This design comes from an exercise in tuning for small area on the open sky130 flow, not from production work.
Function was checked by simulation only, so behaviour that the tests miss may differ from the original.
No activity file was given, so power comes from the tool's default toggle rates.

// nvme_cmd_top
module nvme_cmd_top #( 
    parameter  BASE_ADDR_XDMA = 64'h4_0000_0000 ,
    parameter  BASE_ADDR_BRAM = 32'ha010_0000 ,
    parameter  BASE_ADDR_BAR = 32'ha000_0000 ,
    parameter  PRPLIST_HEAP = 64'ha012_0000 ,
    parameter  ADDR_WIDTH = 32'd64 ,
    parameter  DATA_WIDTH = 32'd128 ,
    parameter  BLOCK_SIZE_EXP = 20 ,  
    parameter ASQ_ADDR = 32'ha010_0000 ,
    parameter ACQ_ADDR = 32'ha010_1000 ,
    parameter IO_SIZE = 16'h003f ,
    parameter IOSQ_ADDR = 32'ha010_2000 ,
    parameter IOCQ_ADDR = 32'ha010_3000 ,
    parameter idController_ADDR = 32'ha010_4000 ,
    parameter idNamespace_ADDR = 32'ha010_5000
) (  
    input clk_in ,
    input resetb ,
    input link_up ,  
    input init_start ,   
    output init_finish ,  
    input write_in_start , 
    output write_in_start_ack ,
    input write_done_ack ,
    output write_done ,
    input read_in_start ,  
    output read_in_start_ack ,
    input data_transfer_ready ,
    input [63:0]prp1_addr ,
    input [63:0]destLBA_in ,
    input [63:0]bytesToRead_or_Write ,
    input read_done_ack ,
    output read_done ,
    output                           bus_arvalid,
    input                            bus_arready,
    output [63:0]                    bus_araddr,
    output [1:0]                     bus_arburst,
    output [3:0]                     bus_arcache,
    output [7:0]                     bus_arlen,
  ...
==> flow/config.mk <==
export PLATFORM = sky130hd
export DESIGN_NAME = nvme_cmd_top
export DESIGN_NICKNAME = nvme_cmd_top
export VERILOG_FILES = /design/flow/design.v
export SDC_FILE = /design/flow/constraint.sdc
export NUM_CORES = 4
export LEC_CHECK = 0
export CAP_MARGIN = 0
export CORE_MARGIN = 2
export CORE_UTILIZATION = 65
export PLACE_DENSITY = 0.75
export SLEW_MARGIN = 0
==> flow/constraint.sdc <==
create_clock -name core_clock -period 10.0 [get_ports {clk_in}]
set_input_delay 2.0000 -clock core_clock [delete_from_list [all_inputs] [get_ports {clk_in}]]
set_output_delay 2.0000 -clock core_clock [all_outputs]
set_load 0.01 [all_outputs]
standard.sh (not shown) runs the stock make flow with config.mk's settings and CLKGATE_MAP_FILE= SYNTH_SCRIPT=/design/flow/synth_recipe.tcl, a recipe that flattens the netlist after the stock synthesis.
==> flow/flow/run.sh <==
#!/bin/bash
set -euo pipefail
export BUFFER_PORTS_ARGS="-buffer_cell sky130_fd_sc_hd__buf_1"
export CTS_ARGS="-sink_clustering_enable -repair_clock_nets -dont_use_dummy_load -sink_clustering_size 24 -sink_clustering_max_diameter 80 -buf_list sky130_fd_sc_hd__clkbuf_16"
bash standard.sh > standard_sh.log 2>&1
==> next run, changes <==
==> flow/flow/run.sh (replaced) <==
#!/bin/bash
set -euo pipefail
export BUFFER_PORTS_ARGS="-buffer_cell sky130_fd_sc_hd__buf_1"
export CTS_ARGS="-sink_clustering_enable -repair_clock_nets -dont_use_dummy_load"
bash standard.sh > standard_sh.log 2>&1
Settings changed: CAP_MARGIN 0 to 20, CORE_UTILIZATION 65 to 40, PLACE_DENSITY 0.75 to 0.6, SLEW_MARGIN 0 to 20.
Result: Hold slack gets better by 0.0059 ns. Setup slack gets worse by 0.030 ns. Fmax shrinks slightly.

Another version of the RTL of nvme_cmd_top (not shown whole).
Size: ~1300 I/O pins, roughly 90000 um^2 of cells after synthesis.
Settings: LEC_CHECK=0, CAP_MARGIN=0, CORE_MARGIN=2, CORE_UTILIZATION=70, PLACE_DENSITY=0.8, SLEW_MARGIN=0; clock period 10.0 ns.
==> flow/flow/run.sh <==
#!/bin/bash
set -euo pipefail
export BUFFER_PORTS_ARGS="-buffer_cell sky130_fd_sc_hd__buf_1"
export CTS_ARGS="-sink_clustering_enable -repair_clock_nets -dont_use_dummy_load -sink_clustering_size 16 -sink_clustering_max_diameter 60 -buf_list sky130_fd_sc_hd__clkbuf_8"
bash standard.sh > standard_sh.log 2>&1
The first run produced a clean layout.
Change:
CORE_UTILIZATION = 65   (was 70)
PLACE_DENSITY = 0.75   (was 0.8)
After rerunning: Die area came out higher by a little under a tenth. Worst setup slack gets worse by 370 ps. Clock skew came out lower by 38 ps. Via count came out lower slightly. Area after synthesis is unchanged. Final area hardly moves. Clock-buffer cell count came out lower by 2. Sequential power hardly moves. Register-to-register slack gets worse by 60 ps. Cell count came out higher slightly.
Change:
==> flow/flow/run.sh (replaced) <==
#!/bin/bash
set -euo pipefail
export BUFFER_PORTS_ARGS="-buffer_cell sky130_fd_sc_hd__buf_1"
export CTS_ARGS="-sink_clustering_enable -repair_clock_nets -dont_use_dummy_load -sink_clustering_size 24 -sink_clustering_max_diameter 80 -buf_list sky130_fd_sc_hd__clkbuf_16"
bash standard.sh > standard_sh.log 2>&1
What happened:
- die area does not change
- critical path depth is unchanged
- design area climbs by 0.38%
- synthesized area stays the same
- non-clock buffer count does not change
- worst setup slack improved by 220 ps
- maximum frequency climbs by about 3%
- routed wire length barely changes
- worst hold slack barely changes
- utilization climbs by 0.27 points

re-timing with driven ports:
The flow's constraints put no driver on any port. The routed layouts listed below were extracted and timed again, unchanged, in two steps. Step 1 sets driving cells, clkbuf_16 on the clock port and buf_2 on the other inputs (assumed; they add their load-dependent delay and slew). Step 2 also shifts input and output timing later by t, the mid clock arrival at the registers, as if the neighbouring blocks saw the same clock. Three values: ideal, step 1, step 2; two values: the first two.
run | t (ns) | setup WS [ns] | pins driven straight from the clock port
the first run of note 1 | 0.835 | 3.675 / 3.582 / 3.640 | 1
the second run of note 1 | 0.922 | 3.645 / 3.548 / 3.573 | 1
the first run of note 2 | 0.983 | 2.889 / 2.801 / 3.014 | 1
the second run of note 2 | 0.978 | 2.523 / 2.433 / 3.134 | 1
the third run of note 2 | 0.820 | 2.746 / 2.656 / 3.174 | 1
After both steps setup and hold are still met in every run listed. The setup slack of the second run of note 1, which loses most, moves by -0.097 ns with the drivers and by -0.072 ns with both steps.
